What follows belongs to an exercise in optimizing a design on an open flow for small area; a production flow would make more cautious choices. Only simulation tests tie the RTL to the original design; equivalence was not proved. No activity file was given, so power comes from the tool's default toggle rates.

**design/flow/design.v**
```verilog
module spdif_decoder (
    input clk_in,
    input reset,             
    input rx_in,
    output i2s_bck,
    output i2s_ws,
    output i2s_d0,
    output init_st);         
  reg [2:0] corr;
  always @(posedge clk_in, posedge reset)
    if (reset) corr <= 3'b000;
    else       corr <= {corr[1:0], rx_in};
  wire rxedge = corr[2] ^ corr[1];
  wire rxup   = rxedge & corr[1];
  wire rxdown = rxedge & !corr[1];
  reg [7:0] bckcnt;
  reg [7:0] bitlen;
  reg bitedge;
  reg diffnz;
  reg bck_reg;
  reg phase;
  wire bck_hi = ((bckcnt >= 8'd18) & (bckcnt <= 8'd34)) |
                ((bckcnt >= 8'd52) & (bckcnt <= 8'd68)) |
                ((bckcnt >= 8'd86) & (bckcnt <= 8'd102));
  wire flip = ((bckcnt >= 8'd43) & (bckcnt <= 8'd58) & diffnz) |
              ((bckcnt >= 8'd77) & (bckcnt <= 8'd92));
  always @(posedge clk_in, posedge reset)
    if (reset) begin
      bckcnt  <= 8'h00;
      bitlen  <= 8'hff;
      bitedge <= 1'b0;
      diffnz  <= 1'b0;
      bck_reg <= 1'b0;
      phase   <= 1'b0;
    end else begin
      bitedge <= rxedge;
      bitlen  <= bitedge ? 8'h00 : bitlen + 8'h01;
      if (rxup) begin
        bckcnt <= 8'h00;
        diffnz <= 1'b0;
        if (flip) phase <= !phase;
      end else if (rxdown) begin
        diffnz <= (bckcnt != 8'h00);
      end else begin
        bckcnt  <= bckcnt + 8'h01;
        bck_reg <= bck_hi ^ !phase;
      end
    end
  assign i2s_bck = bck_reg;
  wire le20 = bitlen <= 8'd20;
  wire le38 = bitlen <= 8'd38;
  wire lt42 = bitlen <  8'd42;
  wire gt42 = bitlen >  8'd42;
  localparam [3:0]
    INIT_ST          = 4'b0000,
    SEARCH_ST        = 4'b0001,
    FOUND_1_0_ST     = 4'b0010,
    FOUND_1_1_ST     = 4'b0011,
    FOUND_0_ST       = 4'b0100,
    FOUND_SYNC_0_ST  = 4'b0101,
    FOUND_SYNC_B_ST  = 4'b0110,
    FOUND_SYNC_B1_ST = 4'b0111,
    FOUND_SYNC_B2_ST = 4'b1000,
    FOUND_SYNC_W_ST  = 4'b1001,
    FOUND_SYNC_W1_ST = 4'b1010,
    FOUND_SYNC_W2_ST = 4'b1011,
    FOUND_SYNC_M_ST  = 4'b1100,
    FOUND_SYNC_M1_ST = 4'b1101,
    FOUND_SYNC_M2_ST = 4'b1110;
  reg [3:0] st, st_next;
  reg [4:0] idx;
  reg ws_reg, d0_reg;
  reg [23:0] bufL, bufR;
  assign init_st = (st == INIT_ST);
  assign i2s_ws = ws_reg;
  assign i2s_d0 = d0_reg;
  wire data_st = (st == FOUND_1_1_ST) | (st == FOUND_0_ST);
  wire sync2_st = (st == FOUND_SYNC_B2_ST) | (st == FOUND_SYNC_W2_ST) | (st == FOUND_SYNC_M2_ST);
  wire in24 = idx < 5'd24;
  wire shift = data_st & bitedge & in24;
  wire newbit = (st == FOUND_1_1_ST);
  always @* begin
    st_next = st;
    case (st)
      INIT_ST:          st_next = SEARCH_ST;
      SEARCH_ST:        if (bitedge & gt42) st_next = FOUND_SYNC_0_ST;
      FOUND_SYNC_0_ST:  if (bitedge) st_next = le20 ? FOUND_SYNC_B_ST :
                                               le38 ? FOUND_SYNC_W_ST :
                                               gt42 ? FOUND_SYNC_M_ST : SEARCH_ST;
      FOUND_SYNC_B_ST:  if (bitedge & le20) st_next = FOUND_SYNC_B1_ST;
      FOUND_SYNC_B1_ST: if (bitedge & !lt42) st_next = FOUND_SYNC_B2_ST;
      FOUND_SYNC_W_ST:  if (bitedge & le20) st_next = FOUND_SYNC_W1_ST;
      FOUND_SYNC_W1_ST: if (bitedge & !le20 & lt42) st_next = FOUND_SYNC_W2_ST;
      FOUND_SYNC_M_ST:  if (bitedge & le20) st_next = FOUND_SYNC_M1_ST;
      FOUND_SYNC_M1_ST: if (bitedge & le20) st_next = FOUND_SYNC_M2_ST;
      FOUND_SYNC_B2_ST, FOUND_SYNC_W2_ST, FOUND_SYNC_M2_ST,
      FOUND_1_0_ST:     if (bitedge) begin
                          if (le20) st_next = (st == FOUND_1_0_ST) ? FOUND_1_1_ST : FOUND_1_0_ST;
                          else if (st != FOUND_1_0_ST) st_next = FOUND_0_ST;
                        end
      FOUND_1_1_ST, FOUND_0_ST:
                        if (bitedge) begin
                          if (le20) st_next = FOUND_1_0_ST;
                          else if (lt42) st_next = FOUND_0_ST;
                          else if (gt42) st_next = FOUND_SYNC_0_ST;
                        end
      default:          st_next = SEARCH_ST;
    endcase
  end
  always @(posedge clk_in, posedge reset)
    if (reset) begin
      st     <= INIT_ST;
      idx    <= 5'd0;
      ws_reg <= 1'b0;
      d0_reg <= 1'b0;
      bufL   <= 24'h0;
      bufR   <= 24'h0;
    end else begin
      st <= st_next;
      if (sync2_st) idx <= 5'd0;
      else if (data_st & bitedge) idx <= idx + 5'd1;
      if (sync2_st) ws_reg <= (st == FOUND_SYNC_W2_ST);
      else if ((st == INIT_ST) | (st == SEARCH_ST)) ws_reg <= 1'b0;
      if (st == INIT_ST) d0_reg <= 1'b0;
      else if (data_st & in24) d0_reg <= ws_reg ? bufL[idx] : bufR[idx];
      if (shift & !ws_reg) bufL <= {bufL[22:0], newbit};
      if (shift & ws_reg)  bufR <= {bufR[22:0], newbit};
    end
endmodule
module timer_simple (
    input clk_in,
    input reset,             
    input [15:0] cnt,
    output reg done);
   wire hit = &{cnt[15:14], cnt[11:5], cnt[2:1]};
   always @(posedge clk_in, posedge reset)
     if (reset)    done <= 1'b0;
     else if (hit) done <= 1'b1;
endmodule
module amp_state_control (
    input clk_in,
    input reset,             
    input nerror_in,
    output nmute_out,
    output i2c_active,
    output [7:0] i2c_tick);
  wire [15:0] cnt;
  wire done;
  reg muted;
  clk_div div (.clk_in(clk_in), .reset(reset), .cnt(cnt));
  timer_simple tim (.clk_in(clk_in), .reset(reset), .cnt(cnt), .done(done));
  always @(posedge clk_in, posedge reset)
    if (reset) muted <= 1'b0;
    else if (done & !nerror_in) muted <= 1'b1;
  assign nmute_out = done & !muted;
  assign i2c_active = cnt[15] & !cnt[14] & !done;
  assign i2c_tick = cnt[13:6];
endmodule
module clk_div (
    input clk_in,
    input reset,             
    output reg [15:0] cnt);
   always @(posedge clk_in, posedge reset)
     if (reset) cnt <= 16'h2fe0;
     else       cnt <= cnt + 16'h0001;
endmodule
module amp_i2c_master (
    input [7:0] tick_idx,
    input active,
    output sda,
    output scl);
   reg [1:0] lines;
   always @*
     case (tick_idx)
       8'd0: lines = 2'b11;
       8'd1: lines = 2'b11;
       8'd2: lines = 2'b01;
       8'd3: lines = 2'b00;
       8'd4: lines = 2'b00;
       8'd5: lines = 2'b01;
       8'd6: lines = 2'b01;
       8'd7: lines = 2'b00;
       8'd8: lines = 2'b10;
       8'd9: lines = 2'b11;
       8'd10: lines = 2'b11;
       8'd11: lines = 2'b10;
       8'd12: lines = 2'b00;
       8'd13: lines = 2'b01;
       8'd14: lines = 2'b01;
       8'd15: lines = 2'b00;
       8'd16: lines = 2'b00;
       8'd17: lines = 2'b01;
       8'd18: lines = 2'b01;
       8'd19: lines = 2'b00;
       8'd20: lines = 2'b00;
       8'd21: lines = 2'b01;
       8'd22: lines = 2'b01;
       8'd23: lines = 2'b00;
       8'd24: lines = 2'b00;
       8'd25: lines = 2'b01;
       8'd26: lines = 2'b01;
       8'd27: lines = 2'b00;
       8'd28: lines = 2'b00;
       8'd29: lines = 2'b01;
       8'd30: lines = 2'b01;
       8'd31: lines = 2'b00;
       8'd32: lines = 2'b00;
       8'd33: lines = 2'b01;
       8'd34: lines = 2'b01;
       8'd35: lines = 2'b10;
       8'd36: lines = 2'b10;
       8'd37: lines = 2'b11;
       8'd38: lines = 2'b11;
       8'd39: lines = 2'b10;
       8'd40: lines = 2'b00;
       8'd41: lines = 2'b00;
       8'd42: lines = 2'b01;
       8'd43: lines = 2'b01;
       8'd44: lines = 2'b00;
       8'd45: lines = 2'b10;
       8'd46: lines = 2'b11;
       8'd47: lines = 2'b11;
       8'd48: lines = 2'b10;
       8'd49: lines = 2'b00;
       8'd50: lines = 2'b01;
       8'd51: lines = 2'b01;
       8'd52: lines = 2'b00;
       8'd53: lines = 2'b00;
       8'd54: lines = 2'b01;
       8'd55: lines = 2'b01;
       8'd56: lines = 2'b00;
       8'd57: lines = 2'b00;
       8'd58: lines = 2'b01;
       8'd59: lines = 2'b01;
       8'd60: lines = 2'b00;
       8'd61: lines = 2'b00;
       8'd62: lines = 2'b01;
       8'd63: lines = 2'b01;
       8'd64: lines = 2'b00;
       8'd65: lines = 2'b00;
       8'd66: lines = 2'b01;
       8'd67: lines = 2'b01;
       8'd68: lines = 2'b00;
       8'd69: lines = 2'b00;
       8'd70: lines = 2'b01;
       8'd71: lines = 2'b01;
       8'd72: lines = 2'b00;
       8'd73: lines = 2'b00;
       8'd74: lines = 2'b11;
       8'd75: lines = 2'b11;
       8'd76: lines = 2'b10;
       8'd77: lines = 2'b00;
       8'd78: lines = 2'b00;
       8'd79: lines = 2'b01;
       8'd80: lines = 2'b01;
       8'd81: lines = 2'b00;
       8'd82: lines = 2'b00;
       8'd83: lines = 2'b01;
       8'd84: lines = 2'b01;
       8'd85: lines = 2'b00;
       8'd86: lines = 2'b00;
       8'd87: lines = 2'b01;
       8'd88: lines = 2'b01;
       8'd89: lines = 2'b00;
       8'd90: lines = 2'b10;
       8'd91: lines = 2'b11;
       8'd92: lines = 2'b11;
       8'd93: lines = 2'b10;
       8'd94: lines = 2'b10;
       8'd95: lines = 2'b11;
       8'd96: lines = 2'b11;
       8'd97: lines = 2'b10;
       8'd98: lines = 2'b00;
       8'd99: lines = 2'b01;
       8'd100: lines = 2'b01;
       8'd101: lines = 2'b00;
       8'd102: lines = 2'b00;
       8'd103: lines = 2'b01;
       8'd104: lines = 2'b01;
       8'd105: lines = 2'b00;
       8'd106: lines = 2'b00;
       8'd107: lines = 2'b01;
       8'd108: lines = 2'b01;
       8'd109: lines = 2'b00;
       8'd110: lines = 2'b00;
       8'd111: lines = 2'b11;
       8'd112: lines = 2'b11;
       8'd113: lines = 2'b10;
       8'd114: lines = 2'b01;
       8'd115: lines = 2'b01;
       8'd116: lines = 2'b01;
       8'd117: lines = 2'b01;
       8'd118: lines = 2'b01;
       8'd119: lines = 2'b01;
       8'd120: lines = 2'b01;
       8'd121: lines = 2'b01;
       8'd122: lines = 2'b01;
       8'd123: lines = 2'b01;
       8'd124: lines = 2'b01;
       8'd125: lines = 2'b01;
       8'd126: lines = 2'b01;
       8'd127: lines = 2'b01;
       8'd128: lines = 2'b11;
       8'd129: lines = 2'b11;
       8'd130: lines = 2'b01;
       8'd131: lines = 2'b00;
       8'd132: lines = 2'b00;
       8'd133: lines = 2'b01;
       8'd134: lines = 2'b01;
       8'd135: lines = 2'b00;
       8'd136: lines = 2'b10;
       8'd137: lines = 2'b11;
       8'd138: lines = 2'b11;
       8'd139: lines = 2'b10;
       8'd140: lines = 2'b00;
       8'd141: lines = 2'b01;
       8'd142: lines = 2'b01;
       8'd143: lines = 2'b00;
       8'd144: lines = 2'b00;
       8'd145: lines = 2'b01;
       8'd146: lines = 2'b01;
       8'd147: lines = 2'b00;
       8'd148: lines = 2'b00;
       8'd149: lines = 2'b01;
       8'd150: lines = 2'b01;
       8'd151: lines = 2'b00;
       8'd152: lines = 2'b00;
       8'd153: lines = 2'b01;
       8'd154: lines = 2'b01;
       8'd155: lines = 2'b00;
       8'd156: lines = 2'b00;
       8'd157: lines = 2'b01;
       8'd158: lines = 2'b01;
       8'd159: lines = 2'b00;
       8'd160: lines = 2'b00;
       8'd161: lines = 2'b01;
       8'd162: lines = 2'b01;
       8'd163: lines = 2'b10;
       8'd164: lines = 2'b10;
       8'd165: lines = 2'b11;
       8'd166: lines = 2'b11;
       8'd167: lines = 2'b10;
       8'd168: lines = 2'b00;
       8'd169: lines = 2'b00;
       8'd170: lines = 2'b01;
       8'd171: lines = 2'b01;
       8'd172: lines = 2'b00;
       8'd173: lines = 2'b00;
       8'd174: lines = 2'b01;
       8'd175: lines = 2'b01;
       8'd176: lines = 2'b00;
       8'd177: lines = 2'b10;
       8'd178: lines = 2'b11;
       8'd179: lines = 2'b11;
       8'd180: lines = 2'b10;
       8'd181: lines = 2'b10;
       8'd182: lines = 2'b11;
       8'd183: lines = 2'b11;
       8'd184: lines = 2'b10;
       8'd185: lines = 2'b00;
       8'd186: lines = 2'b01;
       8'd187: lines = 2'b01;
       8'd188: lines = 2'b00;
       8'd189: lines = 2'b10;
       8'd190: lines = 2'b11;
       8'd191: lines = 2'b11;
       8'd192: lines = 2'b10;
       8'd193: lines = 2'b00;
       8'd194: lines = 2'b01;
       8'd195: lines = 2'b01;
       8'd196: lines = 2'b00;
       8'd197: lines = 2'b10;
       8'd198: lines = 2'b11;
       8'd199: lines = 2'b11;
       8'd200: lines = 2'b10;
       8'd201: lines = 2'b00;
       8'd202: lines = 2'b11;
       8'd203: lines = 2'b11;
       8'd204: lines = 2'b10;
       8'd205: lines = 2'b00;
       8'd206: lines = 2'b00;
       8'd207: lines = 2'b01;
       8'd208: lines = 2'b01;
       8'd209: lines = 2'b00;
       8'd210: lines = 2'b00;
       8'd211: lines = 2'b01;
       8'd212: lines = 2'b01;
       8'd213: lines = 2'b00;
       8'd214: lines = 2'b00;
       8'd215: lines = 2'b01;
       8'd216: lines = 2'b01;
       8'd217: lines = 2'b00;
       8'd218: lines = 2'b00;
       8'd219: lines = 2'b01;
       8'd220: lines = 2'b01;
       8'd221: lines = 2'b00;
       8'd222: lines = 2'b10;
       8'd223: lines = 2'b11;
       8'd224: lines = 2'b11;
       8'd225: lines = 2'b10;
       8'd226: lines = 2'b00;
       8'd227: lines = 2'b01;
       8'd228: lines = 2'b01;
       8'd229: lines = 2'b00;
       8'd230: lines = 2'b00;
       8'd231: lines = 2'b01;
       8'd232: lines = 2'b01;
       8'd233: lines = 2'b00;
       8'd234: lines = 2'b00;
       8'd235: lines = 2'b01;
       8'd236: lines = 2'b01;
       8'd237: lines = 2'b00;
       8'd238: lines = 2'b00;
       8'd239: lines = 2'b11;
       8'd240: lines = 2'b11;
       8'd241: lines = 2'b10;
       8'd242: lines = 2'b01;
       8'd243: lines = 2'b01;
       8'd244: lines = 2'b01;
       8'd245: lines = 2'b01;
       8'd246: lines = 2'b01;
       8'd247: lines = 2'b01;
       8'd248: lines = 2'b01;
       8'd249: lines = 2'b01;
       8'd250: lines = 2'b01;
       8'd251: lines = 2'b01;
       8'd252: lines = 2'b01;
       8'd253: lines = 2'b01;
       8'd254: lines = 2'b01;
       8'd255: lines = 2'b01;
       default: lines = 2'b11;
     endcase
   assign sda = !active | lines[1];
   assign scl = !active | lines[0];
endmodule
module amp_frontend (
    input reset,
    input wire clk,
    input rx_in,
    input nerror_in,
    output i2s_bck,
    output i2s_ws,
    output i2s_d0,
    output i2c_sda,
    output i2c_scl,
    output nenable_out,
    output nmute_out);
    wire init_st;
    wire i2c_active;
    wire [7:0] i2c_tick;
    spdif_decoder spdif (
      .clk_in(clk),
      .reset(reset),
      .rx_in(rx_in),
      .i2s_bck(i2s_bck),
      .i2s_ws(i2s_ws),
      .i2s_d0(i2s_d0),
      .init_st(init_st));
    assign nenable_out = init_st;
    amp_state_control ctrl (
      .clk_in(clk),
      .reset(reset),
      .nerror_in(nerror_in),
      .nmute_out(nmute_out),
      .i2c_active(i2c_active),
      .i2c_tick(i2c_tick));
    amp_i2c_master i2c (
      .tick_idx(i2c_tick),
      .active(i2c_active),
      .sda(i2c_sda),
      .scl(i2c_scl));
endmodule
```
**design/flow/run.sh**
```bash
#!/bin/bash
# synth_recipe.tcl (not shown) runs the flow's synth.tcl, then flattens the netlist and writes it again
# the make line also repeats each setting of config.mk as NAME=value (left out here)
make -C /OpenROAD-flow-scripts/flow DESIGN_CONFIG=/design/flow/config.mk WORK_HOME=/design/flow/orfs CLKGATE_MAP_FILE= SYNTH_SCRIPT=/design/flow/synth_recipe.tcl finish
```
**design/flow/config.mk**
```make
export PLATFORM = sky130hd
export DESIGN_NAME = amp_frontend
export DESIGN_NICKNAME = amp_frontend
export VERILOG_FILES = /design/flow/design.v
export SDC_FILE = /design/flow/constraint.sdc
export NUM_CORES = 4
export LEC_CHECK = 0
export CAP_MARGIN = 20
export CORE_MARGIN = 2
export CORE_UTILIZATION = 40
export CTS_BUF_LIST = sky130_fd_sc_hd__clkbuf_2 sky130_fd_sc_hd__clkbuf_4 sky130_fd_sc_hd__clkbuf_8
export SLEW_MARGIN = 20
```
**design/flow/constraint.sdc**
```tcl
create_clock -name core_clock -period 10.0 [get_ports {clk}]
set_input_delay 2.0000 -clock core_clock [delete_from_list [all_inputs] [get_ports {clk}]]
set_output_delay 2.0000 -clock core_clock [all_outputs]
set_load 0.01 [all_outputs]
```
==> results of run 1 <==
## worst min path at each step
stage / from / end / slack [ns] / cells after the start
floorplan: spdif.corr[0] / spdif.corr[1] / 0.33 / 0
global placement: spdif.corr[0] / spdif.corr[1] / 0.34 / 0
detailed placement: spdif.corr[0] / spdif.corr[1] / 0.33 / 0
CTS: spdif.corr[0] / spdif.corr[1] / 0.36 / 0
global route: spdif.corr[0] / spdif.corr[1] / 0.37 / 0
finish: spdif.corr[0] / spdif.corr[1] / 0.35 / 0
## logic make-up after synthesis
group	count (synthesis)
AOI/OAI and AO/OA	92
xor gates and xnor gates	30
and+or+nand+nor	144
DFF	100
buffers and inverters	56
muxes	67
adders and majority gates	16
## where the power goes
part	internal (W)	total, W	switching [W]
sequential	0.000416	0.000441	0.0000246
clock	0.000120	0.000271	0.000151
combinational	0.0000216	0.0000508	0.0000292
total	0.000558	0.000763	0.000205
## synth_stat cells (all sizes together) (2+ instances only)
library cell   n
a211oi         4
a21oi         19
a31oi          5
a32oi          2
and2           3
and3           8
and4b          2
buf           15
clkbuf        19
dfrtp         84
dfstp         16
ha            15
inv           22
mux2          48
mux2i          5
mux4          14
nand2         32
nand2b         9
nand3         18
nand4          6
nand4b         2
nor2          33
nor2b          7
nor3          11
nor3b          3
nor4           2
o2111ai        2
o211ai         3
o21a           3
o21ai         28
o221ai         2
o22a           2
o22ai          2
o31ai          7
o32ai          2
or2            3
or3            3
xnor2         14
xor2          16
## metrics by stage
| step | setup WS, ns | utilization [%] | area (sq um) | cells |
|---|---|---|---|---|
| floorplan | 5.408 | - | 5485 | 505 |
| global placement | 5.652 | 42.62 | 5667 | 660 |
| detailed placement | 5.601 | 42.62 | 5667 | 660 |
| CTS | 5.157 | 44.17 | 5872 | 676 |
| global route | 5.014 | 44.17 | 5872 | 676 |
| finish | 5.198 | 44.17 | 5872 | 676 |
## metal layers
layer | wire, um | track usage (%) | vias up
met5 | 0 | 0 | -
met4 | 149 | 5.160 | 0
met3 | 313 | 3.571 | 11
met2 | 4543 | 22.79 | 55
met1 | 4774 | 20.44 | 1788
li1 | - | - | 1784
## critical path, cell delays in order, from the launching register on
cell	delay, ns
dfstp_2	0.61
inv_1	0.13
ha_1	0.23
ha_1	0.30
mux2i_1	0.15
a21oi_1	0.08
a21oi_1	0.14
a21oi_1	0.07
o211ai_1	0.16
clkdlybuf4s50_1	0.56
## layout make-up
class                   instances  area (sq um)  share of cell area, %
flip-flops and latches        100          2522                  42.96
clock inverters                 7         81.33                  1.385
repair buffers                 13         122.6                  2.088
well taps                     176         220.2                  3.750
clock buffers                   9         123.9                  2.110
multi-input cells             349          2716                  46.26
inverters                      22         85.08                  1.449
==> results by group, run 1 <==
Run status
  • Status: finished clean

Placed design
  • IO buf count: 10
  • Post-DP HPWL: 6.652 mm
  • Final GP Congestion: 0.9039

Worst setup path
  • Critical Path End: i2c_sda
  • Worst Setup End Kind: primary output
  • Critical path startpoint: ctrl.div.cnt[7]
  • Worst Path Required: 8.00 ns
  • Arr. time, crit path: 2.80 ns
  • Critical Path Start Type: flip-flop
  • R2R Path End: spdif.bufL[9]
  • CP Max Fanout: 8
  • R2R Setup Slk: 7.17 ns
  • Setup CP Type: reg -> out
  • Worst Reg-to-Reg Cells: 6
  • Reg2reg start: spdif.st[2]

Yosys
  • Post-synthesis adder-cell area fraction: 3.604%
  • Largest cells by area after synthesis: dfrtp_1, mux2_1, dfstp_2, mux4_2, ha_1
  • Leading area contributor after synthesis: dfrtp_1
  • Syn_nets: 524
  • Synth warnings: 5
  • Unique masters post-synth: 64
  • Cells after synthesis: 505
  • Synthesized area: 0.005485 sq mm
  • Yosys reg bits: 100
  • Top cell type's share of synthesized area: 38.32%
  • Largest family of logic cells by synthesized area: multiplexers
  • Syn_area_per_cell: 10.86 sq um
  • Synth Area in Simple Gates: 13.53%
  • Asr flop ratio synth: 100.0%
  • Mux contribution to synthesized area: 16.51%
  • XOR/XNOR Fraction of Synth Area: 4.790%
  • Most used DFF post-synth: dfrtp_1
  • Share of the yosys chip area belonging to registers: 45.99%
  • Number of synthesized flops with an enable pin: 0
  • Compound-Gate Fraction of Synth Area: 11.09%

Detailed routing
  • Final WL: 9.781 mm
  • Initial DRC Count: 184
  • Post-route DRC: 0
  • Vias: 3,638
  • TritonRoute pass-1 iters: 6
  • DR WL/cell: 14.47 um
  • Vias per inst: 5.382
  • DRT antenna net count: 0

CTS
  • Worst-Skew Late Latency: 0.38 ns
  • Num CTS Buffers: 9
  • Clk Tree Root Cell: clkbuf_8
  • Postcts setup bufs: 0
  • Clock sinks: 100
  • CTS Buffer Depth: 2
  • Resized Gates After CTS: 0
  • H-tree Lvls: 3
  • Clk pin slew, worst setup/hold paths: 0.10 ns
  • Hold_buf cts: 0
  • CTS tree: built

Power and ir drop
  • Peak supply drop: 0.1499 mV
  • PwrDens: 129.9 mW/mm^2
  • Total chip power: 0.0007629 W
  • Leak pwr: 2.604 nW

STA
  • Tmin final: 4.802 ns
  • Setup violators final: 0
  • Max frequency: 208.2 MHz
  • Sum Neg Setup Slack: 0 ns
  • Fin. Hold Viols: 0
  • Period utilization: 48.02%
  • Worst slew margin: 49.01%
  • Clock Skews: 0.01636 ns
  • Hold_ws: 0.3542 ns
  • Final Max Tran Viols: 0
  • Slew @ Worst Pin: 0.7649 ns
  • RSZ-0062 raised after global routing: false

Global route
  • Largest net degree at the start of global routing: 53
  • Vias in the first global route: 3,598
  • First-pass GRT wire length: 17.52 mm
  • Tot GR Track Use: 14.81%
  • Initial antenna violation count: 0
  • Gr ovfl total: 0

Finish
  • Fillers: 1,278
  • Area Overhead vs Synth: 7.048%
  • Top Registers: spdif.bufL (24), spdif.bufR (24), ctrl.div.cnt (16)
  • Share of layout cells above drive strength 1: 13.40%
  • N_diodes: 0
  • Most common cell after layout, fill and taps aside: dfrtp_1
  • Final nets: 514
  • Most frequent cells in the layout: dfrtp_1, mux2_1, nor2_1, nand2_1

Floorplan
  • Full die area: 0.01467 sq mm
  • Die Wd: 121.1 um
  • Die Ht: 121.1 um
  • Core area: 0.01330 sq mm
  • IO Count: 11
  • FP Rows: 42
  • Starting Density: 41.26%

Flow run
  • Max-cap violations: 0

Hold path
  • Hold crit path type: reg -> reg
==> run 2: changes to the inputs <==
--- a/design/flow/config.mk
+++ b/design/flow/config.mk
@@ -10,3 +10,2 @@
 export CORE_UTILIZATION = 40
-export CTS_BUF_LIST = sky130_fd_sc_hd__clkbuf_2 sky130_fd_sc_hd__clkbuf_4 sky130_fd_sc_hd__clkbuf_8
 export SLEW_MARGIN = 20
==> results by group, run 2 <==
Global route
  • Initial antenna violation count: 0
  • Vias in the first global route: 3,612
  • Tot GR Track Use: 14.79%
  • First-pass GRT wire length: 17.55 mm
  • Gr ovfl total: 0
  • Largest net degree at the start of global routing: 53

Detailed routing
  • Vias per inst: 5.448
  • Initial DRC Count: 233
  • Vias: 3,683
  • DR WL/cell: 14.50 um
  • DRT antenna net count: 0
  • Post-route DRC: 0
  • TritonRoute pass-1 iters: 6
  • Final WL: 9.799 mm

STA
  • Final Max Tran Viols: 0
  • Sum Neg Setup Slack: 0 ns
  • PnR worst setup slack: 5.242 ns
  • Period utilization: 47.58%
  • Setup violators final: 0
  • Fin. Hold Viols: 0
  • Clock Skews: 0.01100 ns
  • Worst slew margin: 49.33%
  • RSZ-0062 raised after global routing: false
  • Hold_ws: 0.3480 ns
  • Tmin final: 4.758 ns
  • Slew @ Worst Pin: 0.7600 ns
  • Max frequency: 210.2 MHz

Placed design
  • Placement-stage worst setup slack: 5.601 ns
  • Final GP Congestion: 0.9039
  • Post-DP HPWL: 6.652 mm
  • IO buf count: 10

Floorplan
  • Starting Density: 41.26%
  • IO Count: 11
  • Full die area: 0.01467 sq mm
  • FP Rows: 42
  • Die Ht: 121.1 um
  • Die Wd: 121.1 um
  • Core area: 0.01330 sq mm

Hold path
  • Hold crit path type: reg -> reg

Power and ir drop
  • Internal power: 0.0006367 W
  • Sequential power share: 51.8%
  • P_sw: 0.0002153 W
  • Combinational Power Share: 6.0%
  • Total chip power: 0.0008520 W
  • Leak pwr: 2.650 nW
  • PwrDens: 142.6 mW/mm^2
  • Net Sw Frac: 25.27%
  • Power share of the clock group: 42.3%
  • Peak supply drop: 0.1771 mV

Finish
  • Most common cell after layout, fill and taps aside: dfrtp_1
  • Area Overhead vs Synth: 8.896%
  • Most frequent cells in the layout: dfrtp_1, mux2_1, nor2_1, nand2_1
  • N_diodes: 0
  • Final nets: 514
  • Share of layout cells above drive strength 1: 13.40%
  • Fillers: 1,267
  • Flip-flop and latch area: 0.002522 sq mm
  • Final Util: 44.93%
  • Top Registers: spdif.bufL (24), spdif.bufR (24), ctrl.div.cnt (16)
  • Multi-input logic area: 0.002716 sq mm

CTS
  • Postcts setup bufs: 0
  • Num CTS Buffers: 9
  • Clk pin slew, worst setup/hold paths: 0.07 ns
  • Resized Gates After CTS: 0
  • CTS Buffer Depth: 2
  • CTS tree: built
  • H-tree Lvls: 3
  • Worst-Skew Late Latency: 0.35 ns
  • Hold_buf cts: 0
  • Clk Tree Root Cell: clkbuf_16
  • Clock sinks: 100

Yosys
  • Mux contribution to synthesized area: 16.51%
  • Top cell type's share of synthesized area: 38.32%
  • Number of synthesized flops with an enable pin: 0
  • Synth warnings: 5
  • Post-synthesis adder-cell area fraction: 3.604%
  • Leading area contributor after synthesis: dfrtp_1
  • Asr flop ratio synth: 100.0%
  • Largest cells by area after synthesis: dfrtp_1, mux2_1, dfstp_2, mux4_2, ha_1
  • Most frequent cell after synthesis: dfrtp_1
  • Share of the yosys chip area belonging to registers: 45.99%
  • Largest family of logic cells by synthesized area: multiplexers
  • Syn_area_per_cell: 10.86 sq um
  • Most used DFF post-synth: dfrtp_1
  • Post-synth top cells: dfrtp_1, mux2_1, nor2_1
  • Syn_nets: 524
  • Cells after synthesis: 505
  • Synthesized area: 0.005485 sq mm
  • Synth Area in Simple Gates: 13.53%
  • XOR/XNOR Fraction of Synth Area: 4.790%
  • Compound-Gate Fraction of Synth Area: 11.09%
  • Unique masters post-synth: 64
  • Yosys reg bits: 100

Worst setup path
  • Worst Setup End Kind: primary output
  • Worst Path Required: 8.00 ns
  • Critical Path Start Type: flip-flop
  • Setup CP Type: reg -> out
  • CP Max Fanout: 8
  • Arr. time, crit path: 2.76 ns
  • R2R Setup Slk: 7.18 ns

Flow run
  • Max-cap violations: 0

Run status
  • Status: finished clean
[run 2: cell counts after synthesis]
No cell type changed its count.
[run 2: final timing paths]
check | from | endpoint | cells after the start
setup / recovery | ctrl.div.cnt[7] | i2c_sda | 9
hold / removal | spdif.corr[0] | spdif.corr[1] | 0
setup reg to reg | spdif.st[2] | spdif.bufL[9] | 6
hold reg to reg | spdif.corr[0] | spdif.corr[1] | 0
max in group asynchronous | reset | spdif.bufR[10] | 3
min in group asynchronous | reset | spdif.bck_reg | 2
[run 2: worst max-delay path: stages (launching register included)]
cell	delay [ns]
dfstp_2	0.60
inv_1	0.13
ha_1	0.23
ha_1	0.30
mux2i_1	0.14
a21oi_1	0.08
a21oi_1	0.14
a21oi_1	0.07
o211ai_1	0.16
clkdlybuf4s50_1	0.56
[run 2: routing by layer]
layer  share of wire, %  wire length, um  vias to the layer above  GRT usage (%)
met1                 49             4792                     1834          20.44
met3                3.1              307                       12          3.571
met4                1.7              170                        0          4.942
li1                   -                -                     1788              -
met2                 46             4529                       49          22.86
met5                  0                0                        -              0
[run 2: power groups by stage]
stage	Sequential, W	Clock [W]	Combinational, W
after floorplan	0.000435	0	0.0000503
after global placement	0.000448	0	0.0000506
after detailed placement	0.000448	0	0.0000520
after CTS	0.000441	0.000375	0.0000522
after global routing	0.000444	0.000390	0.0000606
final	0.000441	0.000360	0.0000508
[run 2: per-stage QoR]
stage / cells / cell area, sq um
6_report: 676 / 5973
5_1_grt: 676 / 5973
4_1_cts: 676 / 5973
3_5_place_dp: 660 / 5667
3_3_place_gp: 660 / 5667
2_1_floorplan: 505 / 5485
[run 2: cells by family (layout without fill, tap and decap cells)]
kind of cell / after synthesis / after routing
xor+xnor: 30 / 30
compound gates: 92 / 92
flops: 100 / 100
fa+ha+maj: 16 / 16
simple gates: 144 / 144
mux: 67 / 67
buf+inv: 56 / 51
[run 2: layout make-up]
type,count,share of cell area [%]
inverters,22,1.424
clock inverters,7,1.362
clock buffers,9,3.770
multi-input cells,349,45.48
flip-flops and latches,100,42.23
well taps,176,3.687
repair buffers,13,2.053
==> run 3: changes to the inputs <==
==> design/flow/flow/run.sh (new file) <==
#!/bin/bash
cp standard.sh standard_sh.log
export CTS_ARGS="-sink_clustering_enable -repair_clock_nets -dont_use_dummy_load -buf_list {sky130_fd_sc_hd__clkbuf_4 sky130_fd_sc_hd__clkbuf_8}"
export BUFFER_PORTS_ARGS="-buffer_cell sky130_fd_sc_hd__buf_1"
bash standard.sh > standard.log 2>&1
==> design/flow/standard.sh (new file) <==
#!/bin/bash
# synth_recipe.tcl (not shown) runs the flow's synth.tcl, then flattens the netlist and writes it again
# the make line also repeats each setting of config.mk as NAME=value (left out here)
make -C /OpenROAD-flow-scripts/flow DESIGN_CONFIG=/design/flow/config.mk WORK_HOME=/design/flow/orfs CLKGATE_MAP_FILE= SYNTH_SCRIPT=/design/flow/synth_recipe.tcl "${@:-finish}"
removed: design/flow/run.sh
==> results by group, run 3 <==
Floorplan
  • Full die area: 0.01467 sq mm
  • Die Ht: 121.1 um
  • Die Wd: 121.1 um
  • Starting Density: 41.26%
  • FP Rows: 42
  • IO Count: 11
  • Core area: 0.01330 sq mm

Power and ir drop
  • Sequential power share: 63.5%
  • Peak supply drop: 0.1049 mV
  • P_sw: 0.0001762 W
  • Power share of the clock group: 29.2%
  • Net Sw Frac: 25.38%
  • PwrDens: 121.2 mW/mm^2
  • Leak pwr: 2.536 nW
  • Internal power: 0.0005181 W
  • Combinational Power Share: 7.3%

Hold path
  • Hold crit path type: reg -> reg

CTS
  • CTS Buffer Depth: 2
  • H-tree Lvls: 3
  • CTS tree: built
  • Clock sinks: 100
  • Resized Gates After CTS: 0
  • Worst-Skew Late Latency: 0.36 ns
  • Hold_buf cts: 0
  • Postcts setup bufs: 0
  • Clk Tree Root Cell: clkbuf_8
  • Num CTS Buffers: 9
  • Clk pin slew, worst setup/hold paths: 0.09 ns

STA
  • Slew @ Worst Pin: 0.7949 ns
  • RSZ-0062 raised after global routing: false
  • Tmin final: 4.490 ns
  • Final Max Tran Viols: 0
  • Period utilization: 44.90%
  • Worst slew margin: 47.01%
  • Max frequency: 222.7 MHz
  • Sum Neg Setup Slack: 0 ns
  • Fin. Hold Viols: 0
  • Clock Skews: 0.01823 ns
  • Setup violators final: 0

Yosys
  • Asr flop ratio synth: 100.0%
  • Post-synth top cells: dfrtp_1, mux2_1, nor2_1
  • Cells after synthesis: 505
  • Most frequent cell after synthesis: dfrtp_1
  • Synth warnings: 5
  • Most used DFF post-synth: dfrtp_1
  • Largest cells by area after synthesis: dfrtp_1, mux2_1, dfstp_2, mux4_2, ha_1
  • Yosys reg bits: 100
  • Leading area contributor after synthesis: dfrtp_1
  • Syn_nets: 524
  • Top cell type's share of synthesized area: 38.32%
  • Syn_area_per_cell: 10.86 sq um
  • Share of the yosys chip area belonging to registers: 45.99%
  • Unique masters post-synth: 64
  • Synthesized area: 0.005485 sq mm
  • Number of synthesized flops with an enable pin: 0

Global route
  • Largest net degree at the start of global routing: 54
  • Gr ovfl total: 0
  • First-pass GRT wire length: 17.69 mm
  • Tot GR Track Use: 15.05%
  • Initial antenna violation count: 0
  • Vias in the first global route: 3,642

Finish
  • Top Registers: spdif.bufL (24), spdif.bufR (24), ctrl.div.cnt (16)
  • Share of layout cells above drive strength 1: 12.17%
  • Most common cell after layout, fill and taps aside: dfrtp_1
  • Final nets: 514
  • Fillers: 1,262
  • Most frequent cells in the layout: dfrtp_1, mux2_1, nor2_1, nand2_1
  • Multi-input logic area: 0.002716 sq mm
  • Area Overhead vs Synth: 4.425%
  • N_diodes: 0
  • Flip-flop and latch area: 0.002522 sq mm
  • Final instance area: 0.005728 sq mm

Placed design
  • Post-DP HPWL: 6.760 mm
  • Final GP Congestion: 0.9273
  • IO buf count: 10
  • Area after DPL: 0.005604 sq mm

Detailed routing
  • Initial DRC Count: 215
  • Vias: 3,667
  • Vias per inst: 5.481
  • Final WL: 9.961 mm
  • DR WL/cell: 14.89 um
  • DRT antenna net count: 0
  • Post-route DRC: 0
  • TritonRoute pass-1 iters: 4

Worst setup path
  • CP Max Fanout: 8
  • Setup CP Type: reg -> out
  • Worst Setup End Kind: primary output
  • Delay-heaviest family, CP: flip-flops
  • Critical path buffers and inverters: 2
  • Slowest-stage cell, CP: dfstp_2
  • Critical Path Start Type: flip-flop
  • R2R Setup Slk: 7.28 ns
  • Worst Path Required: 8.00 ns
  • Crit-path max cell delay: 0.60 ns
  • Arr. time, crit path: 2.49 ns
  • Worst path cell trace: inv_1, ha_1, ha_1, nor3_1, a21oi_1, a21oi_1, o221ai_1, o211ai_1, buf_1

Flow run
  • Max-cap violations: 0

Run status
  • Status: finished clean
==> run 3: cell count changes in the layout (fill, tap and decap cells not counted) <==
cell / previous run / this run
inv_8: 1 / 0
inv_6: 3 / 0
buf_1: 0 / 10
clkbuf_16: 9 / 0
bufinv_16: 1 / 0
clkbuf_8: 0 / 9
clkinv_2: 1 / 0
clkdlybuf4s50_1: 10 / 0
clkinv_4: 1 / 0
==> run 3: final timing paths <==
path                                 start             to  cells past startpoint
min                          spdif.corr[0]  spdif.corr[1]                      0
min in group asynchronous            reset  spdif.corr[0]                      2
max                        ctrl.div.cnt[7]        i2c_sda                      9
min reg2reg                  spdif.corr[0]  spdif.corr[1]                      0
max in group asynchronous            reset  spdif.bufR[8]                      3
max reg2reg                    spdif.st[2]  spdif.bufR[5]                      6
==> run 3: layout make-up <==
| cell class | instances | area share, % |
|---|---|---|
| Timing Repair Buffer | 13 | 1.048 |
| Tap cell | 176 | 3.844 |
| Multi-Input combinational cell | 349 | 47.42 |
| Clock buffer | 9 | 2.163 |
| Sequential cell | 100 | 44.04 |
| Inverter | 22 | 1.485 |
==> run 3: metal layers <==
| layer | up-vias | GRT usage (%) | wire length (um) |
|---|---|---|---|
| met5 | - | 0 | 0 |
| met4 | 0 | 6.032 | 155 |
| met3 | 12 | 3.571 | 297 |
| met2 | 54 | 22.96 | 4609 |
| met1 | 1822 | 20.66 | 4900 |
| li1 | 1779 | - | - |
==> run 3: through the flow <==
step / util (%) / worst slack [ns] / hold WS [ns] / instances / power, W
3_3_place_gp: 42.15 / 6.021 / 0.3382 / 660 / 0.0004973
2_1_floorplan: - / 5.408 / 0.3312 / 505 / 0.0004848
6_report: 43.08 / 5.510 / 0.3780 / 669 / 0.0006944
4_1_cts: 43.08 / 5.500 / 0.3856 / 669 / 0.0007101
5_1_grt: 43.08 / 5.317 / 0.3864 / 669 / 0.0007353
3_5_place_dp: 42.15 / 5.945 / 0.3569 / 660 / 0.0004996
==> run 3: power by group through the flow <==
stage / Clock [W] / Combinational, W / Sequential, W
floorplan: 0 / 0.0000503 / 0.000435
global placement: 0 / 0.0000494 / 0.000448
detailed placement: 0 / 0.0000516 / 0.000448
CTS: 0.000218 / 0.0000515 / 0.000441
global route: 0.000232 / 0.0000592 / 0.000445
finish: 0.000203 / 0.0000504 / 0.000441
==> run 3: cells by family after synthesis <==
| group | synth area share (%) |
|---|---|
| DFF | 45.99 |
| muxes | 16.51 |
| AOI/OAI and AO/OA | 11.09 |
| and+or+nand+nor | 13.53 |
| xor gates and xnor gates | 4.790 |
| adders and majority gates | 3.604 |
| buffers and inverters | 4.493 |
==> run 4: changes to the inputs <==
==> design/flow/flow/run.sh (replaced) <==
#!/bin/bash
# The standard layout (standard.sh), with the clock tree built without
# dummy loads and with the buffers and clustering below, and minimum-size
# port buffers. Each tool's output goes to the ORFS logs; make's to standard.log.
export CTS_ARGS="-sink_clustering_enable -repair_clock_nets -dont_use_dummy_load -buf_list {sky130_fd_sc_hd__clkbuf_16} -sink_clustering_size 100 -sink_clustering_max_diameter 500"
export BUFFER_PORTS_ARGS="-buffer_cell sky130_fd_sc_hd__buf_1"
bash standard.sh > standard.log 2>&1
==> results by group, run 4 <==
Run status
  • Status: finished clean

Floorplan
  • FP Rows: 42
  • Core area: 0.01330 sq mm
  • Die Ht: 121.1 um
  • Starting Density: 41.26%
  • Die Wd: 121.1 um
  • Full die area: 0.01467 sq mm
  • IO Count: 11

STA
  • Sum Neg Setup Slack: 0 ns
  • RSZ-0062 raised after global routing: false
  • PnR worst setup slack: 5.533 ns
  • Fin. Hold Viols: 0
  • Worst slew margin: 46.87%
  • Final Max Tran Viols: 0
  • Clock Skews: 0.01541 ns
  • Slew @ Worst Pin: 0.7969 ns
  • Setup violators final: 0
  • Max frequency: 223.8 MHz
  • Period utilization: 44.67%
  • Tmin final: 4.467 ns

Global route
  • Vias in the first global route: 3,646
  • Initial antenna violation count: 0
  • Gr ovfl total: 0
  • Tot GR Track Use: 15.22%
  • Largest net degree at the start of global routing: 54
  • First-pass GRT wire length: 17.80 mm

Placed design
  • Placement-stage worst setup slack: 5.945 ns
  • Post-DP HPWL: 6.760 mm
  • Final GP Congestion: 0.9273
  • Dpl cells: 660
  • Area after DPL: 0.005604 sq mm
  • IO buf count: 10

Yosys
  • Share of the yosys chip area belonging to registers: 45.99%
  • Yosys reg bits: 100
  • Largest cells by area after synthesis: dfrtp_1, mux2_1, dfstp_2, mux4_2, ha_1
  • Syn_nets: 524
  • Most frequent cell after synthesis: dfrtp_1
  • Top cell type's share of synthesized area: 38.32%
  • Number of synthesized flops with an enable pin: 0
  • Synth warnings: 5
  • Most used DFF post-synth: dfrtp_1
  • Post-synth top cells: dfrtp_1, mux2_1, nor2_1
  • Synthesized area: 0.005485 sq mm
  • Cells after synthesis: 505
  • Unique masters post-synth: 64
  • Asr flop ratio synth: 100.0%
  • Syn_area_per_cell: 10.86 sq um
  • Leading area contributor after synthesis: dfrtp_1

Finish
  • Fin cells: 669
  • Share of layout cells above drive strength 1: 12.17%
  • Most common cell after layout, fill and taps aside: dfrtp_1
  • Final Util: 43.85%
  • Final nets: 514
  • Most frequent cells in the layout: dfrtp_1, mux2_1, nor2_1, nand2_1
  • N_diodes: 0
  • Flip-flop and latch area: 0.002522 sq mm
  • Top Registers: spdif.bufL (24), spdif.bufR (24), ctrl.div.cnt (16)
  • Multi-input logic area: 0.002716 sq mm
  • Area Overhead vs Synth: 6.273%
  • Fillers: 1,252
  • Final instance area: 0.005829 sq mm

Detailed routing
  • Initial DRC Count: 201
  • Vias: 3,670
  • DRT antenna net count: 0
  • Post-route DRC: 0
  • Final WL: 10.11 mm
  • DR WL/cell: 15.12 um
  • TritonRoute pass-1 iters: 4
  • Vias per inst: 5.486

Worst setup path
  • Worst Setup End Kind: primary output
  • Slowest-stage cell, CP: dfstp_2
  • Arr. time, crit path: 2.47 ns
  • Critical path startpoint: ctrl.div.cnt[7]
  • Critical Path Start Type: flip-flop
  • CP Max Fanout: 8
  • Reg2reg start: spdif.st[2]
  • R2R Path End: spdif.bufR[22]
  • Worst Reg-to-Reg Cells: 6
  • Setup CP Type: reg -> out
  • Worst Path Required: 8.00 ns
  • Critical Path End: i2c_sda
  • Worst path cell trace: inv_1, ha_1, ha_1, nor3_1, a21oi_1, a21oi_1, o221ai_1, o211ai_1, buf_1
  • R2R Setup Slk: 7.27 ns
  • Crit-path max cell delay: 0.60 ns

CTS
  • Worst-Skew Late Latency: 0.35 ns
  • CTS tree: built
  • H-tree Lvls: 3
  • Clock sinks: 100
  • Resized Gates After CTS: 0
  • Num CTS Buffers: 9
  • Hold_buf cts: 0
  • Clk Tree Root Cell: clkbuf_16
  • CTS Buffer Depth: 2
  • Postcts setup bufs: 0
  • Clk pin slew, worst setup/hold paths: 0.07 ns

Flow run
  • Max-cap violations: 0

Power and ir drop
  • Peak supply drop: 0.1042 mV
  • PwrDens: 134.8 mW/mm^2
  • Leak pwr: 2.582 nW

Hold path
  • Hold crit path type: reg -> reg
  • Hold Crit Start: spdif.corr[0]
==> run 4: kinds of logic (layout without fill, tap and decap cells) <==
logic type      after synthesis  in the layout  synth area share, %
flops                       100            100                45.99
simple gates                144            144                13.53
fa+ha+maj                    16             16                3.604
xor+xnor                     30             30                4.790
mux                          67             67                16.51
compound gates               92             92                11.09
buf+inv                      56             44                4.493
==> run 4: worst min-delay path by stage <==
stage,to,slack (ns),cells past startpoint
finish,spdif.corr[1],0.37,0
detailed placement,spdif.corr[1],0.36,0
floorplan,spdif.corr[1],0.33,0
global placement,spdif.corr[1],0.34,0
CTS,spdif.corr[1],0.38,0
global route,spdif.corr[1],0.38,0
==> run 4: power breakdown <==
group | leakage, nW | switching (W) | internal (W)
clock network | 0.111 | 0.000135 | 0.000159
registers | 1.30 | 0.0000250 | 0.000417
logic | 1.17 | 0.0000298 | 0.0000208
total | 2.58 | 0.000190 | 0.000596
==> run 4: final cells by class <==
| class | instances | share of cell area, % |
|---|---|---|
| Clock buffer | 9 | 3.863 |
| Inverter | 22 | 1.460 |
| Multi-Input combinational cell | 349 | 46.60 |
| Sequential cell | 100 | 43.27 |
| Tap cell | 176 | 3.778 |
| Timing Repair Buffer | 13 | 1.030 |
==> run 4: worst max-delay path, delay by kind of cell (launching register included) <==
kind	cells	cell delay (ns)
DFF	1	0.60
adders and majority gates	2	0.54
AOI/OAI and AO/OA	4	0.54
buffers and inverters	2	0.30
and+or+nand+nor	1	0.14
==> run 4: through the flow <==
stage	total power, W	hold WS (ns)
2_1_floorplan	0.0004848	0.3312
3_3_place_gp	0.0004973	0.3382
3_5_place_dp	0.0004996	0.3569
4_1_cts	0.0008015	0.3804
5_1_grt	0.0008272	0.3809
6_report	0.0007861	0.3746
==> run 4: routing by layer <==
layer  track usage [%]  up-vias  wire length (um)
li1                  -     1779                 -
met1             20.84     1820              4898
met2             23.14       56              4663
met3             3.994       15               366
met4             5.814        0               186
met5                 0        -                 0
==> run 5: changes to the inputs <==
==> design/flow/flow/run.sh (replaced) <==
#!/bin/bash
# The standard layout (standard.sh), with the clock tree built without
# dummy loads and with the buffers and clustering below, and minimum-size
# port buffers. Each tool's output goes to the ORFS logs; make's to standard.log.
export CTS_ARGS="-repair_clock_nets -dont_use_dummy_load -buf_list {sky130_fd_sc_hd__clkbuf_16}"
export BUFFER_PORTS_ARGS="-buffer_cell sky130_fd_sc_hd__buf_1"
bash standard.sh > standard.log 2>&1
==> results by group, run 5 <==
Detailed routing
  • Initial DRC Count: 201
  • Vias: 3,670
  • M1 WL: 4.898 mm
  • Vias per inst: 5.486
  • DRT antenna net count: 0
  • Max layer used: met4
  • Metal3 WL: 366 um
  • Post-route DRC: 0
  • TritonRoute pass-1 iters: 4
  • DR WL met2: 4.663 mm
  • DR WL/cell: 15.12 um
  • Final WL: 10.11 mm

Yosys
  • Synth Area in Simple Gates: 13.53%
  • Synthesized area: 0.005485 sq mm
  • Syn_area_per_cell: 10.86 sq um
  • Compound-Gate Fraction of Synth Area: 11.09%
  • Mux contribution to synthesized area: 16.51%
  • Most used DFF post-synth: dfrtp_1
  • Largest cells by area after synthesis: dfrtp_1, mux2_1, dfstp_2, mux4_2, ha_1
  • Unique masters post-synth: 64
  • Leading area contributor after synthesis: dfrtp_1
  • XOR/XNOR Fraction of Synth Area: 4.790%
  • Asr flop ratio synth: 100.0%
  • Syn_nets: 524
  • Post-synth top cells: dfrtp_1, mux2_1, nor2_1
  • Yosys reg bits: 100
  • Top cell type's share of synthesized area: 38.32%
  • Cells after synthesis: 505
  • Share of the yosys chip area belonging to registers: 45.99%
  • Most frequent cell after synthesis: dfrtp_1
  • Number of synthesized flops with an enable pin: 0
  • Post-synthesis adder-cell area fraction: 3.604%
  • Synth warnings: 5
  • Largest family of logic cells by synthesized area: multiplexers

STA
  • Slew @ Worst Pin: 0.7969 ns
  • Tmin final: 4.467 ns
  • Worst slew margin: 46.87%
  • Fin. Hold Viols: 0
  • Setup violators final: 0
  • Hold_ws: 0.3746 ns
  • Sum Neg Setup Slack: 0 ns
  • RSZ-0062 raised after global routing: false
  • Final Max Tran Viols: 0
  • Period utilization: 44.67%
  • Clock Skews: 0.01541 ns
  • Max frequency: 223.8 MHz

Finish
  • Most frequent cells in the layout: dfrtp_1, mux2_1, nor2_1, nand2_1
  • Final instance area: 0.005829 sq mm
  • Fillers: 1,252
  • N_diodes: 0
  • Area Overhead vs Synth: 6.273%
  • Final Util: 43.85%
  • Final nets: 514
  • Most common cell after layout, fill and taps aside: dfrtp_1
  • Top Registers: spdif.bufL (24), spdif.bufR (24), ctrl.div.cnt (16)
  • Share of layout cells above drive strength 1: 12.17%

Hold path
  • Hold crit path type: reg -> reg

Power and ir drop
  • Net Sw Frac: 24.11%
  • P_sw: 0.0001896 W
  • Peak supply drop: 0.1042 mV
  • Power share of the clock group: 37.3%
  • Combinational Power Share: 6.4%
  • Leak pwr: 2.582 nW
  • Sequential power share: 56.2%
  • Internal power: 0.0005965 W
  • PwrDens: 134.8 mW/mm^2

Floorplan
  • Full die area: 0.01467 sq mm
  • Starting Density: 41.26%
  • Die Wd: 121.1 um
  • IO Count: 11
  • Core area: 0.01330 sq mm
  • Die Ht: 121.1 um
  • FP Rows: 42

CTS
  • H-tree Lvls: 3
  • Postcts setup bufs: 0
  • CTS tree: built
  • Clk Tree Root Cell: clkbuf_16
  • Num CTS Buffers: 9
  • Resized Gates After CTS: 0
  • CTS Buffer Depth: 2
  • Clock sinks: 100
  • Worst-Skew Late Latency: 0.35 ns
  • Hold_buf cts: 0
  • Clk pin slew, worst setup/hold paths: 0.07 ns

Worst setup path
  • Worst path cell trace: inv_1, ha_1, ha_1, nor3_1, a21oi_1, a21oi_1, o221ai_1, o211ai_1, buf_1
  • Crit-path max cell delay: 0.60 ns
  • Slowest-stage cell, CP: dfstp_2
  • CP Max Fanout: 8
  • Critical Path Start Type: flip-flop
  • Arr. time, crit path: 2.47 ns
  • Critical path buffers and inverters: 2
  • Delay-heaviest family, CP: flip-flops
  • Worst Path Required: 8.00 ns
  • Worst Setup End Kind: primary output
  • Setup CP Type: reg -> out

Global route
  • Largest net degree at the start of global routing: 54
  • Initial antenna violation count: 0
  • Vias in the first global route: 3,646
  • Tot GR Track Use: 15.22%
  • First-pass GRT wire length: 17.80 mm
  • Gr ovfl total: 0

Placed design
  • IO buf count: 10
  • Area after DPL: 0.005604 sq mm
  • Final GP Congestion: 0.9273
  • Post-DP HPWL: 6.760 mm

Run status
  • Status: finished clean

Flow run
  • Max-cap violations: 0
[run 5: final cells by class]
class | instances | area (sq um) | share of cell area, %
Multi-Input combinational cell | 349 | 2716 | 46.60
Sequential cell | 100 | 2522 | 43.27
Clock buffer | 9 | 225.2 | 3.863
Tap cell | 176 | 220.2 | 3.778
Inverter | 22 | 85.08 | 1.460
Timing Repair Buffer | 13 | 60.06 | 1.030
[run 5: logic make-up after synthesis]
| group | count (synthesis) |
|---|---|
| and+or+nand+nor | 144 |
| DFF | 100 |
| muxes | 67 |
| xor gates and xnor gates | 30 |
| AOI/OAI and AO/OA | 92 |
| adders and majority gates | 16 |
| buffers and inverters | 56 |
[run 5: through the flow]
stage	instances	setup slack, ns	power [W]
global route	669	5.361	0.0008272
finish	669	5.533	0.0007861
global placement	660	6.021	0.0004973
floorplan	505	5.408	0.0004848
CTS	669	5.541	0.0008015
detailed placement	660	5.945	0.0004996
[run 5: power groups by stage]
stage | registers, W | clock network, W | logic [W]
CTS | 0.000441 | 0.000309 | 0.0000515
detailed placement | 0.000448 | 0 | 0.0000516
finish | 0.000442 | 0.000293 | 0.0000506
global route | 0.000445 | 0.000323 | 0.0000592
floorplan | 0.000435 | 0 | 0.0000503
global placement | 0.000448 | 0 | 0.0000494
[run 5: path summary, 6_finish.rpt]
path	startpoint	endpoint	slack (ns)	cells after the start
min in group asynchronous	reset	spdif.corr[0]	1.71	2
worst min register to register	spdif.corr[0]	spdif.corr[1]	0.37	0
worst min-delay path	spdif.corr[0]	spdif.corr[1]	0.37	0
worst max register to register	spdif.st[2]	spdif.bufR[22]	7.27	6
max in group asynchronous	reset	spdif.bufR[8]	7.21	3
worst max-delay path	ctrl.div.cnt[7]	i2c_sda	5.53	9
[run 5: metal layers]
metal / global-route usage, % / vias up
met4: 5.814 / 0
met1: 20.84 / 1820
li1: - / 1779
met3: 3.994 / 15
met5: 0 / -
met2: 23.14 / 56
==> run 6: changes to the inputs <==
--- a/design/flow/flow/run.sh
+++ b/design/flow/flow/run.sh
@@ -4,3 +4,3 @@
 # port buffers. Each tool's output goes to the ORFS logs; make's to standard.log.
-export CTS_ARGS="-repair_clock_nets -dont_use_dummy_load -buf_list {sky130_fd_sc_hd__clkbuf_16}"
+export CTS_ARGS="-sink_clustering_enable -repair_clock_nets -dont_use_dummy_load -buf_list {sky130_fd_sc_hd__clkbuf_8 sky130_fd_sc_hd__clkbuf_16} -sink_clustering_size 50 -sink_clustering_max_diameter 200"
 export BUFFER_PORTS_ARGS="-buffer_cell sky130_fd_sc_hd__buf_1"
==> results by group, run 6 <==
Run status
  • Status: finished clean

Worst setup path
  • CP Max Fanout: 8
  • R2R Path End: spdif.bufR[22]
  • Setup CP Type: reg -> out
  • Worst Setup End Kind: primary output
  • Critical Path Start Type: flip-flop
  • Slowest-stage cell, CP: dfstp_2
  • Worst Path Required: 8.00 ns
  • Arr. time, crit path: 2.47 ns
  • Worst Reg-to-Reg Cells: 6
  • Critical path startpoint: ctrl.div.cnt[7]
  • Crit-path max cell delay: 0.60 ns
  • R2R Setup Slk: 7.27 ns
  • Worst path cell trace: inv_1, ha_1, ha_1, nor3_1, a21oi_1, a21oi_1, o221ai_1, o211ai_1, buf_1
  • Reg2reg start: spdif.st[2]

Power and ir drop
  • Peak supply drop: 0.1042 mV
  • Total chip power: 0.0007861 W
  • Leak pwr: 2.582 nW
  • PwrDens: 134.8 mW/mm^2

Flow run
  • Max-cap violations: 0

Detailed routing
  • TritonRoute pass-1 iters: 4
  • Vias per inst: 5.486
  • Vias: 3,670
  • Final WL: 10.11 mm
  • Initial DRC Count: 201
  • DR WL/cell: 15.12 um
  • Post-route DRC: 0
  • DRT antenna net count: 0

STA
  • Final Max Tran Viols: 0
  • RSZ-0062 raised after global routing: false
  • Clock Skews: 0.01541 ns
  • Fin. Hold Viols: 0
  • Worst slew margin: 46.87%
  • Period utilization: 44.67%
  • Tmin final: 4.467 ns
  • Slew @ Worst Pin: 0.7969 ns
  • Max frequency: 223.8 MHz
  • Setup violators final: 0
  • Hold_ws: 0.3746 ns
  • Sum Neg Setup Slack: 0 ns

Hold path
  • Hold Crit Start: spdif.corr[0]
  • Hold crit path type: reg -> reg
  • Hold Path Depth: 0
  • Worst Hold Path EP: spdif.corr[1]

Finish
  • Final instance area: 0.005829 sq mm
  • Final nets: 514
  • Most common cell after layout, fill and taps aside: dfrtp_1
  • Fin cells: 669
  • Area Overhead vs Synth: 6.273%
  • N_diodes: 0
  • Share of layout cells above drive strength 1: 12.17%
  • Most frequent cells in the layout: dfrtp_1, mux2_1, nor2_1, nand2_1
  • Top Registers: spdif.bufL (24), spdif.bufR (24), ctrl.div.cnt (16)

Floorplan
  • Full die area: 0.01467 sq mm
  • Die Wd: 121.1 um
  • IO Count: 11
  • Die Ht: 121.1 um
  • Starting Density: 41.26%
  • FP Rows: 42
  • Core area: 0.01330 sq mm

Yosys
  • Largest cells by area after synthesis: dfrtp_1, mux2_1, dfstp_2, mux4_2, ha_1
  • Asr flop ratio synth: 100.0%
  • Post-synthesis adder-cell area fraction: 3.604%
  • Synth warnings: 5
  • Most used DFF post-synth: dfrtp_1
  • Synth Area in Simple Gates: 13.53%
  • Post-synth top cells: dfrtp_1, mux2_1, nor2_1
  • Most frequent cell after synthesis: dfrtp_1
  • Mux contribution to synthesized area: 16.51%
  • Yosys reg bits: 100
  • Synthesized area: 0.005485 sq mm
  • Compound-Gate Fraction of Synth Area: 11.09%
  • Largest family of logic cells by synthesized area: multiplexers
  • XOR/XNOR Fraction of Synth Area: 4.790%
  • Unique masters post-synth: 64
  • Leading area contributor after synthesis: dfrtp_1
  • Share of the yosys chip area belonging to registers: 45.99%
  • Number of synthesized flops with an enable pin: 0
  • Syn_nets: 524
  • Top cell type's share of synthesized area: 38.32%
  • Syn_area_per_cell: 10.86 sq um
  • Cells after synthesis: 505

Placed design
  • Final GP Congestion: 0.9273
  • Area after DPL: 0.005604 sq mm
  • Dpl cells: 660
  • IO buf count: 10
  • Post-DP HPWL: 6.760 mm

Global route
  • First-pass GRT wire length: 17.80 mm
  • Vias in the first global route: 3,646
  • Tot GR Track Use: 15.22%
  • Initial antenna violation count: 0
  • Gr ovfl total: 0
  • Largest net degree at the start of global routing: 54

CTS
  • Num CTS Buffers: 9
  • Clk pin slew, worst setup/hold paths: 0.07 ns
  • Postcts setup bufs: 0
  • Clock sinks: 100
  • Clk Tree Root Cell: clkbuf_16
  • CTS tree: built
  • Hold_buf cts: 0
  • Worst-Skew Late Latency: 0.35 ns
  • CTS Buffer Depth: 2
  • H-tree Lvls: 3
  • Resized Gates After CTS: 0
## run 6: cell counts after synthesis
Identical to the previous run, type by type.
## run 6: report_power, final
part	switching (W)	leakage [nW]	internal, W
registers	0.0000250	1.30	0.000417
logic	0.0000298	1.17	0.0000208
clock network	0.000135	0.111	0.000159
total	0.000190	2.58	0.000596
## run 6: worst max-delay path, delay by kind of cell, from the launching register on
family	cells	cell delay (ns)
AOI/OAI and AO/OA	4	0.54
adders and majority gates	2	0.54
buffers and inverters	2	0.30
DFF	1	0.60
and+or+nand+nor	1	0.14
## run 6: worst max path at each step
stage                                 end  slack [ns]  depth (start not counted)
after floorplan           ctrl.div.cnt[0]        5.41                          1
after global placement            i2c_sda        6.02                          9
after detailed placement          i2c_sda        5.94                          9
after CTS                         i2c_sda        5.54                          9
after global routing              i2c_sda        5.36                          9
final                             i2c_sda        5.53                          9
## run 6: per-stage QoR
| step | utilization, % | setup slack (ns) |
|---|---|---|
| 2_1_floorplan | - | 5.408 |
| 3_3_place_gp | 42.15 | 6.021 |
| 3_5_place_dp | 42.15 | 5.945 |
| 4_1_cts | 43.85 | 5.541 |
| 5_1_grt | 43.85 | 5.361 |
| 6_report | 43.85 | 5.533 |
## run 6: layer usage
metal,up-vias,part of all wire [%],GRT usage [%]
met2,56,46,23.14
met3,15,3.6,3.994
met5,-,0,0
met4,0,1.8,5.814
li1,1779,-,-
met1,1820,48,20.84
## run 6: area by class of cell
type	instances	area (sq um)
Inverter	22	85.08
Clock buffer	9	225.2
Timing Repair Buffer	13	60.06
Tap cell	176	220.2
Multi-Input combinational cell	349	2716
Fill cell	1252	7466
Sequential cell	100	2522
## run 6: logic make-up after synthesis
family	Yosys count
DFF	100
muxes	67
buffers and inverters	56
adders and majority gates	16
AOI/OAI and AO/OA	92
and+or+nand+nor	144
xor gates and xnor gates	30
==> run 7: changes to the inputs <==
==> design/flow/flow/run.sh (replaced) <==
#!/bin/bash
# The standard layout (standard.sh), with the clock tree built without
# dummy loads and with the buffers and clustering below, and minimum-size
# port buffers. Each tool's output goes to the ORFS logs; make's to standard.log.
export CTS_ARGS="-repair_clock_nets -dont_use_dummy_load -sink_clustering_enable -sink_clustering_levels 1 -sink_clustering_size 50 -sink_clustering_max_diameter 300 -buf_list {sky130_fd_sc_hd__clkbuf_8 sky130_fd_sc_hd__clkbuf_16}"
export BUFFER_PORTS_ARGS="-buffer_cell sky130_fd_sc_hd__buf_1"
bash standard.sh > standard.log 2>&1
==> results by group, run 7 <==
STA
  • Slew @ Worst Pin: 0.7969 ns
  • Max frequency: 223.8 MHz
  • Sum Neg Setup Slack: 0 ns
  • Clock Skews: 0.01541 ns
  • Worst slew margin: 46.87%
  • Setup violators final: 0
  • Tmin final: 4.467 ns
  • Fin. Hold Viols: 0
  • Period utilization: 44.67%
  • RSZ-0062 raised after global routing: false
  • Final Max Tran Viols: 0

Yosys
  • Most frequent cell after synthesis: dfrtp_1
  • Post-synth top cells: dfrtp_1, mux2_1, nor2_1
  • Asr flop ratio synth: 100.0%
  • Top cell type's share of synthesized area: 38.32%
  • Cells after synthesis: 505
  • Number of synthesized flops with an enable pin: 0
  • Leading area contributor after synthesis: dfrtp_1
  • Share of the yosys chip area belonging to registers: 45.99%
  • Synthesized area: 0.005485 sq mm
  • Largest cells by area after synthesis: dfrtp_1, mux2_1, dfstp_2, mux4_2, ha_1
  • Syn_area_per_cell: 10.86 sq um
  • Most used DFF post-synth: dfrtp_1
  • Yosys reg bits: 100
  • Syn_nets: 524
  • Unique masters post-synth: 64
  • Synth warnings: 5

Worst setup path
  • Critical Path Start Type: flip-flop
  • Setup CP Type: reg -> out
  • Worst Setup End Kind: primary output
  • Arr. time, crit path: 2.47 ns
  • CP Max Fanout: 8
  • Worst Path Required: 8.00 ns

CTS
  • Hold_buf cts: 0
  • Worst-Skew Late Latency: 0.35 ns
  • Clock sinks: 100
  • CTS Buffer Depth: 2
  • Num CTS Buffers: 9
  • Resized Gates After CTS: 0
  • H-tree Lvls: 3
  • Clk Tree Root Cell: clkbuf_16
  • Postcts setup bufs: 0
  • Clk pin slew, worst setup/hold paths: 0.07 ns
  • CTS tree: built

Power and ir drop
  • Leak pwr: 2.582 nW
  • PwrDens: 134.8 mW/mm^2
  • Peak supply drop: 0.1042 mV

Global route
  • Met1 layer usage reported by global route: 20.84%
  • Met2 usage: 23.14%
  • Tot GR Track Use: 15.22%
  • Gr ovfl total: 0
  • Met3 usage: 3.994%
  • Initial antenna violation count: 0
  • Largest net degree at the start of global routing: 54
  • GRT busiest layer: met2
  • Vias in the first global route: 3,646
  • First-pass GRT wire length: 17.80 mm

Run status
  • Status: finished clean

Placed design
  • Dpl cells: 660
  • Final GP Congestion: 0.9273
  • IO buf count: 10
  • Post-DP HPWL: 6.760 mm

Detailed routing
  • Vias: 3,670
  • Vias per inst: 5.486
  • DRT antenna net count: 0
  • TritonRoute pass-1 iters: 4
  • Final WL: 10.11 mm
  • Initial DRC Count: 201
  • Post-route DRC: 0
  • DR WL/cell: 15.12 um

Floorplan
  • Starting Density: 41.26%
  • IO Count: 11
  • Die Wd: 121.1 um
  • Core area: 0.01330 sq mm
  • FP Rows: 42
  • Full die area: 0.01467 sq mm
  • Die Ht: 121.1 um

Finish
  • Flip-flop and latch area: 0.002522 sq mm
  • Final nets: 514
  • Most common cell after layout, fill and taps aside: dfrtp_1
  • Multi-input logic area: 0.002716 sq mm
  • Top Registers: spdif.bufL (24), spdif.bufR (24), ctrl.div.cnt (16)
  • N_diodes: 0
  • Area Overhead vs Synth: 6.273%
  • Fillers: 1,252
  • Share of layout cells above drive strength 1: 12.17%
  • Fin cells: 669
  • Most frequent cells in the layout: dfrtp_1, mux2_1, nor2_1, nand2_1

Hold path
  • Hold crit path type: reg -> reg

Flow run
  • Max-cap violations: 0
[run 7: cell counts in the layout (fill, tap and decap cells not counted)]
No cell type changed its count.
[run 7: kinds of logic after synthesis]
| group | share of synthesized area [%] |
|---|---|
| compound gates | 11.09 |
| xor+xnor | 4.790 |
| fa+ha+maj | 3.604 |
| buf+inv | 4.493 |
| flops | 45.99 |
| mux | 16.51 |
| simple gates | 13.53 |
[run 7: layout make-up]
class,instances,area share (%)
timing repair buffer,13,1.030
clock buffer,9,3.863
sequential,100,43.27
inverter,22,1.460
multi-input combinational,349,46.60
tap,176,3.778
[run 7: final timing paths]
kind | end | from | slack, ns | depth (start not counted)
worst max-delay path | i2c_sda | ctrl.div.cnt[7] | 5.53 | 9
worst min-delay path | spdif.corr[1] | spdif.corr[0] | 0.37 | 0
worst max register to register | spdif.bufR[22] | spdif.st[2] | 7.27 | 6
worst min register to register | spdif.corr[1] | spdif.corr[0] | 0.37 | 0
max in group asynchronous | spdif.bufR[8] | reset | 7.21 | 3
min in group asynchronous | spdif.corr[0] | reset | 1.71 | 2
[run 7: layer usage]
metal  vias to the layer above  routed length, um
met5                         -                  0
met4                         0                186
met3                        15                366
met2                        56               4663
met1                      1820               4898
li1                       1779                  -
[run 7: where the power goes]
group          switching, W  leakage [nW]  internal (W)
sequential        0.0000250          1.30      0.000417
clock              0.000135         0.111      0.000159
combinational     0.0000298          1.17     0.0000208
[run 7: metrics by stage]
stage / total power [W] / setup WS (ns) / area (sq um) / utilization [%] / hold WS [ns]
2_1_floorplan: 0.0004848 / 5.408 / 5485 / - / 0.3312
3_3_place_gp: 0.0004973 / 6.021 / 5604 / 42.15 / 0.3382
3_5_place_dp: 0.0004996 / 5.945 / 5604 / 42.15 / 0.3569
4_1_cts: 0.0008015 / 5.541 / 5829 / 43.85 / 0.3804
5_1_grt: 0.0008272 / 5.361 / 5829 / 43.85 / 0.3809
6_report: 0.0007861 / 5.533 / 5829 / 43.85 / 0.3746
[run 7: worst max-delay path, cell delays in order (launching register included)]
cell      delay, ns
dfstp_2        0.60
inv_1          0.13
ha_1           0.24
ha_1           0.30
nor3_1         0.14
a21oi_1        0.07
a21oi_1        0.22
o221ai_1       0.14
o211ai_1       0.11
buf_1          0.17

port drivers added, routing unchanged:
The flow's constraints put no driver on any port. The routed layouts listed below were extracted and timed again, unchanged, in two steps. Step 1: set_driving_cell puts a clkbuf_16 on clk and a buf_2 on each other input, an assumption about the parent block. Step 2 moves the port delays by t, midway between the first and last clock arrival at a register: inputs arrive t later, outputs are due t later. That takes back most of the time a late clock gives input paths. Slacks: no drivers / after step 1 / after step 2; pairs: no drivers / after step 1.
| run | t, ns | slack for setup (ns) | slew at the worst register clock pin (ns) | pins driven straight from the clock port |
|---|---|---|---|---|
| run 1 | 0.404 | 5.198 / 5.164 / 5.569 | 0.11 / 0.11 | 1 |
| run 2 | 0.381 | 5.242 / 5.205 / 5.585 | 0.08 / 0.08 | 1 |
| run 3 | 0.393 | 5.510 / 5.473 / 5.866 | 0.09 / 0.09 | 1 |
| run 4 | 0.381 | 5.533 / 5.491 / 5.872 | 0.07 / 0.07 | 1 |
| run 5 | 0.381 | 5.533 / 5.491 / 5.872 | 0.07 / 0.07 | 1 |
| run 6 | 0.381 | 5.533 / 5.491 / 5.872 | 0.07 / 0.07 | 1 |
| run 7 | 0.381 | 5.533 / 5.491 / 5.872 | 0.07 / 0.07 | 1 |
After both steps setup and hold are still met in every run listed.
